Context: an optimization exercise on an open-source flow, tuned for small area. The choices shown serve that exercise and are no tape-out recipe. Power is estimated from default activity; no workload was simulated.

Design cpu, start of the top module:
module cpu #(
    parameter unsigned CLOCK_DIVIDER = 12
) (
    input logic clock_i,
    input logic reset_i,
    input logic [7:0] data_i,
    input logic data_valid_i,
    output logic [7:0] data_o,
    output logic [15:0] address_o,
    output logic bus_read_o,
    output logic bus_write_o
);
  logic [3:0] cnt;
  logic step;
  assign step = (cnt == 4'd3);
  always_ff @(posedge clock_i) begin
    if (reset_i) cnt <= 4'd7;
    else if (step) cnt <= 4'd8;
    else cnt <= cnt + 4'd1;
  end
  logic par;
  always_ff @(posedge clock_i) begin
    if (reset_i) par <= 1'b0;
    else if (step) par <= ~par;
  end
  logic late;   
  logic shift, first, last;
  always_comb begin
    if (late) begin
      shift = (cnt[3] & cnt[2]) | (~cnt[3] & ~cnt[2]);
      first = (cnt == 4'd12);
      last  = (cnt == 4'd3);
    end else begin
      shift = cnt[3];
      first = (cnt == 4'd8);
      last  = (cnt == 4'd15);
    end
  end
  ...
Size in the first run: ~510 cells after synthesis, about 87 flip-flops, about 37 I/O pins, ~4700 um2 of cells after synthesis.
clock: 10.0 ns
lec_check: 0
cap_margin: 20
core_margin: 2
core_utilization: 55
slew_margin: 20
standard.sh (not shown) runs the stock make flow with config.mk's settings and CLKGATE_MAP_FILE= SYNTH_SCRIPT=/design/flow/synth_recipe.tcl, a recipe that flattens the netlist after the stock synthesis.
==> flow/flow/run.sh <==
#!/bin/bash
# The standard layout (standard.sh) with three changes that only make the
# layout smaller: the smallest buffer on every port, a clock tree of clkbuf_8
# without dummy loads, and, after the floorplan, gates on paths with positive
# slack sized down (repair_timing -recover_power). Each tool's full output goes
# to a log of its own here; ORFS also keeps per-step logs under orfs/logs/.
set -euo pipefail
export BUFFER_PORTS_ARGS="-buffer_cell sky130_fd_sc_hd__buf_1"
export CTS_ARGS="-sink_clustering_enable -repair_clock_nets -root_buf sky130_fd_sc_hd__clkbuf_16 -buf_list sky130_fd_sc_hd__clkbuf_4 -dont_use_dummy_load"
bash standard.sh synth floorplan > standard_floorplan.log 2>&1
openroad -no_init -exit flow/downsize.tcl > downsize.log 2>&1
bash standard.sh > standard_finish.log 2>&1
==> flow/flow/downsize.tcl <==
# Size down gates that have slack to spare, in the floorplan's database.
set res orfs/results/$::env(FLOW_PLATFORM)/cpu/base
read_db $res/2_floorplan.odb
read_liberty $::env(FLOW_HOME)/platforms/sky130hd/lib/sky130_fd_sc_hd__tt_025C_1v80.lib
read_sdc $res/2_floorplan.sdc
source $::env(FLOW_HOME)/platforms/sky130hd/setRC.tcl
report_design_area
report_worst_slack -max
repair_timing -recover_power 100 -verbose
report_design_area
report_worst_slack -max
write_db $res/2_floorplan.odb
The first run finished with timing, DRC and antenna clean.
Next try:
--- a/flow/flow/run.sh
+++ b/flow/flow/run.sh
@@ -8,3 +8,3 @@
 export BUFFER_PORTS_ARGS="-buffer_cell sky130_fd_sc_hd__buf_1"
-export CTS_ARGS="-sink_clustering_enable -repair_clock_nets -root_buf sky130_fd_sc_hd__clkbuf_16 -buf_list sky130_fd_sc_hd__clkbuf_4 -dont_use_dummy_load"
+export CTS_ARGS="-sink_clustering_enable -repair_clock_nets -buf_list sky130_fd_sc_hd__clkbuf_8 -dont_use_dummy_load"
 bash standard.sh synth floorplan > standard_floorplan.log 2>&1
Result:
- The changed run finished clean
- clock-buffer cell count is unchanged
- fmax went down by 0.38%
- worst hold slack is worse by 0.0033 ns
- worst setup slack degrades by 0.017 ns
- total power went down by 12%
- via count is about the same
- flip-flop and latch count stays the same
- routed wire length hardly moves
Next try:
==> flow/flow/run.sh (replaced) <==
#!/bin/bash
# The standard layout, with the smallest buffer on the ports and a clock
# tree built without dummy loads. The whole ORFS output goes to standard.log
# here; each ORFS step also keeps its own log under orfs/logs/.
set -euo pipefail
export BUFFER_PORTS_ARGS="-buffer_cell sky130_fd_sc_hd__buf_1"
export CTS_ARGS="-sink_clustering_enable -repair_clock_nets -buf_list sky130_fd_sc_hd__clkbuf_8 -dont_use_dummy_load"
bash standard.sh > standard.log 2>&1
Settings changed: CORE_UTILIZATION 55 to 40.
removed: flow/flow/downsize.tcl
Outcome: The changed run finished with timing, DRC and antenna clean. Wire length shrinks by 0.77%. Register-to-register slack hardly moves. Combinational power grows by about 1%. Power grows by 0.45%. Cell count grows by 5.9%.
No functional check of the RTL was part of any run of this note.

run 1:
cpu again, from the RTL that the note above started with.
export LEC_CHECK = 0
export CAP_MARGIN = 20
export CORE_MARGIN = 2
export CORE_UTILIZATION = 55
export SLEW_MARGIN = 20
create_clock -name core_clock -period 10.0 [get_ports {clock_i}]
==> flow/flow/run.sh <==
#!/bin/bash
# The standard layout (standard.sh) with three changes that only make the
# layout smaller: the smallest buffer on every port, a clock tree of clkbuf_8
# without dummy loads, and, after the floorplan, gates on paths with positive
# slack sized down (repair_timing -recover_power). Each tool's full output goes
# to a log of its own here; ORFS also keeps per-step logs under orfs/logs/.
set -euo pipefail
export BUFFER_PORTS_ARGS="-buffer_cell sky130_fd_sc_hd__buf_1"
export CTS_ARGS="-sink_clustering_enable -repair_clock_nets -buf_list sky130_fd_sc_hd__clkbuf_16 -sink_clustering_size 100 -sink_clustering_max_diameter 500 -dont_use_dummy_load"
bash standard.sh synth floorplan > standard_floorplan.log 2>&1
openroad -no_init -exit flow/downsize.tcl > downsize.log 2>&1
bash standard.sh > standard_finish.log 2>&1
==> flow/flow/downsize.tcl <==
# Size down gates that have slack to spare, in the floorplan's database.
set res orfs/results/$::env(FLOW_PLATFORM)/cpu/base
read_db $res/2_floorplan.odb
read_liberty $::env(FLOW_HOME)/platforms/sky130hd/lib/sky130_fd_sc_hd__tt_025C_1v80.lib
read_sdc $res/2_floorplan.sdc
source $::env(FLOW_HOME)/platforms/sky130hd/setRC.tcl
report_design_area
report_worst_slack -max
repair_timing -recover_power 100 -verbose
report_design_area
report_worst_slack -max
write_db $res/2_floorplan.odb
Edits applied to the flow inputs when going from run 1 to run 2:
==> flow/flow/run.sh <==
#!/bin/bash
# The standard layout, with the smallest buffer on the ports and a clock
# tree built without dummy loads. The whole ORFS output goes to standard.log
# here; each ORFS step also keeps its own log under orfs/logs/.
set -euo pipefail
export BUFFER_PORTS_ARGS="-buffer_cell sky130_fd_sc_hd__buf_1"
export CTS_ARGS="-sink_clustering_enable -repair_clock_nets -buf_list sky130_fd_sc_hd__clkbuf_8 -dont_use_dummy_load"
bash standard.sh > standard.log 2>&1
removed: flow/flow/downsize.tcl
[summary]
Run 2 vs run 1 on global-route track usage on met2: run 2 is the lower one. Run 2 ends up with lower total power than run 1 does. Run 2 vs. run 1: proportion of final cell area spent on non-clock buffers was more or less identical, combinational power went up by about 1%, final setup slack of the worst path went up by 0.48 ns. Relative to run 1, slew at the pin closest to its max-slew limit decreased by 0.036 ns in run 2. Run 2 vs run 1: highest fanout seen on the critical path up. sky130_fd_sc_hd__nor4_1 as the cell with the biggest individual delay on the critical path was reported by run 1, and sky130_fd_sc_hd__nor2_2 by run 2.
[inputs] run 3 vs run 2
==> flow/flow/run.sh <==
#!/bin/bash
# The standard layout (standard.sh) with three changes that only make the
# layout smaller: the smallest buffer on every port, a clock tree of clkbuf_8
# without dummy loads, and, after the floorplan, gates on paths with positive
# slack sized down (repair_timing -recover_power). Each tool's full output goes
# to a log of its own here; ORFS also keeps per-step logs under orfs/logs/.
set -euo pipefail
export BUFFER_PORTS_ARGS="-buffer_cell sky130_fd_sc_hd__buf_1"
export CTS_ARGS="-sink_clustering_enable -repair_clock_nets -root_buf sky130_fd_sc_hd__clkbuf_8 -buf_list sky130_fd_sc_hd__clkbuf_4 -dont_use_dummy_load"
bash standard.sh synth floorplan > standard_floorplan.log 2>&1
openroad -no_init -exit flow/downsize.tcl > downsize.log 2>&1
bash standard.sh > standard_finish.log 2>&1
==> flow/flow/downsize.tcl (new file) <==
# Size down gates that have slack to spare, in the floorplan's database.
set res orfs/results/$::env(FLOW_PLATFORM)/cpu/base
read_db $res/2_floorplan.odb
read_liberty $::env(FLOW_HOME)/platforms/sky130hd/lib/sky130_fd_sc_hd__tt_025C_1v80.lib
read_sdc $res/2_floorplan.sdc
source $::env(FLOW_HOME)/platforms/sky130hd/setRC.tcl
report_design_area
report_worst_slack -max
repair_timing -recover_power 100 -verbose
report_design_area
report_worst_slack -max
write_db $res/2_floorplan.odb
Findings:
From run 2 to run 3 the numbers moved as follows: growth of design area from synthesis to finish shrank by 1.1 points; critical path data arrival time went up 0.44 ns; fmax went down 11%. Run 3 closes out successfully: all stages finished, all timing, DRC and antenna checks passed. Run 2 ended up with pc[14] as its destination of the critical timing path; run 3 ended up with pc[10]. Logic gate share of total power essentially unchanged between run 2 and run 3.
Input changes introduced in run 4 (baseline for comparison: run 3):
- CTS_BUF_LIST: unset -> sky130_fd_sc_hd__clkbuf_8
- CTS_CLUSTER_SIZE: unset -> 50
- CORE_UTILIZATION: 55 -> 40
- CTS_CLUSTER_DIAMETER: unset -> 200
==> flow/run.sh (new file) <==
#!/bin/bash
# synth_recipe.tcl (not shown) runs the flow's synth.tcl, then flattens the netlist and writes it again
# the make line also repeats each setting of config.mk as NAME=value (left out here)
make -C /OpenROAD-flow-scripts/flow DESIGN_CONFIG=/design/flow/config.mk WORK_HOME=/design/flow/orfs CLKGATE_MAP_FILE= SYNTH_SCRIPT=/design/flow/synth_recipe.tcl finish
removed: flow/flow/run.sh
removed: flow/flow/downsize.tcl
removed: flow/standard.sh
Findings:
Of the two values seen for launch point of the critical path, upc was produced by run 4 and data_valid_i by run 3. Looking at total half-perimeter wirelength after legalization and detailed placement across both flows, run 4 is the weaker of the two, with run 3 ahead. Comparing run 4 against run 3, there is no change at all in total number of H-tree levels. [compare] base=run 3 new=run 4: cell area went up 390 um2; core utilization went down 13 points. Proportion of power drawn by combinational gates in run 4 vs run 3: down 0.2 points. Between run 4 and run 3, the overall power is lower for run 3.
No functional check of the RTL was part of any run of this note.

==> what the ideal ports hide <==
The flow's constraints put no driver on any port. The routed layouts listed below were extracted and timed again, unchanged, in two steps. Step 1 sets driving cells, clkbuf_16 on the clock port and buf_2 on the other inputs (assumed; they add their load-dependent delay and slew). Step 2 times the ports against the registers' clock, not the clock port: input delays grow and output delays shrink by t, the midpoint of the rising clock arrivals with the driver on. Slacks: ideal ports / drivers / drivers and shift; pairs: ideal ports / drivers.
| run | t (ns) | setup WS [ns] | hold WS [ns] | worst setup path after step 2 |
|---|---|---|---|---|
| the first run of note 1 | 0.369 | 5.665 / 5.677 / 5.308 | 0.310 / 0.310 / 0.310 | input to register |
| the second run of note 1 | 0.385 | 5.648 / 5.656 / 5.271 | 0.307 / 0.307 / 0.307 | input to register |
| the third run of note 1 | 0.404 | 6.117 / 6.128 / 5.723 | 0.308 / 0.308 / 0.308 | input to register |
| run 1 | 0.369 | 5.665 / 5.677 / 5.308 | 0.310 / 0.310 / 0.310 | input to register |
| run 2 | 0.375 | 6.147 / 6.156 / 5.781 | 0.314 / 0.314 / 0.314 | input to register |
| run 3 | 0.385 | 5.648 / 5.656 / 5.271 | 0.307 / 0.307 / 0.307 | input to register |
| run 4 | 0.413 | 5.818 / 5.786 / 5.467 | 0.330 / 0.330 / 0.330 | input to register |
After both steps every run listed still meets setup and hold. For the third run of note 1, which loses most, drivers alone change the setup slack by +0.011 ns; drivers and shift together by -0.394 ns.
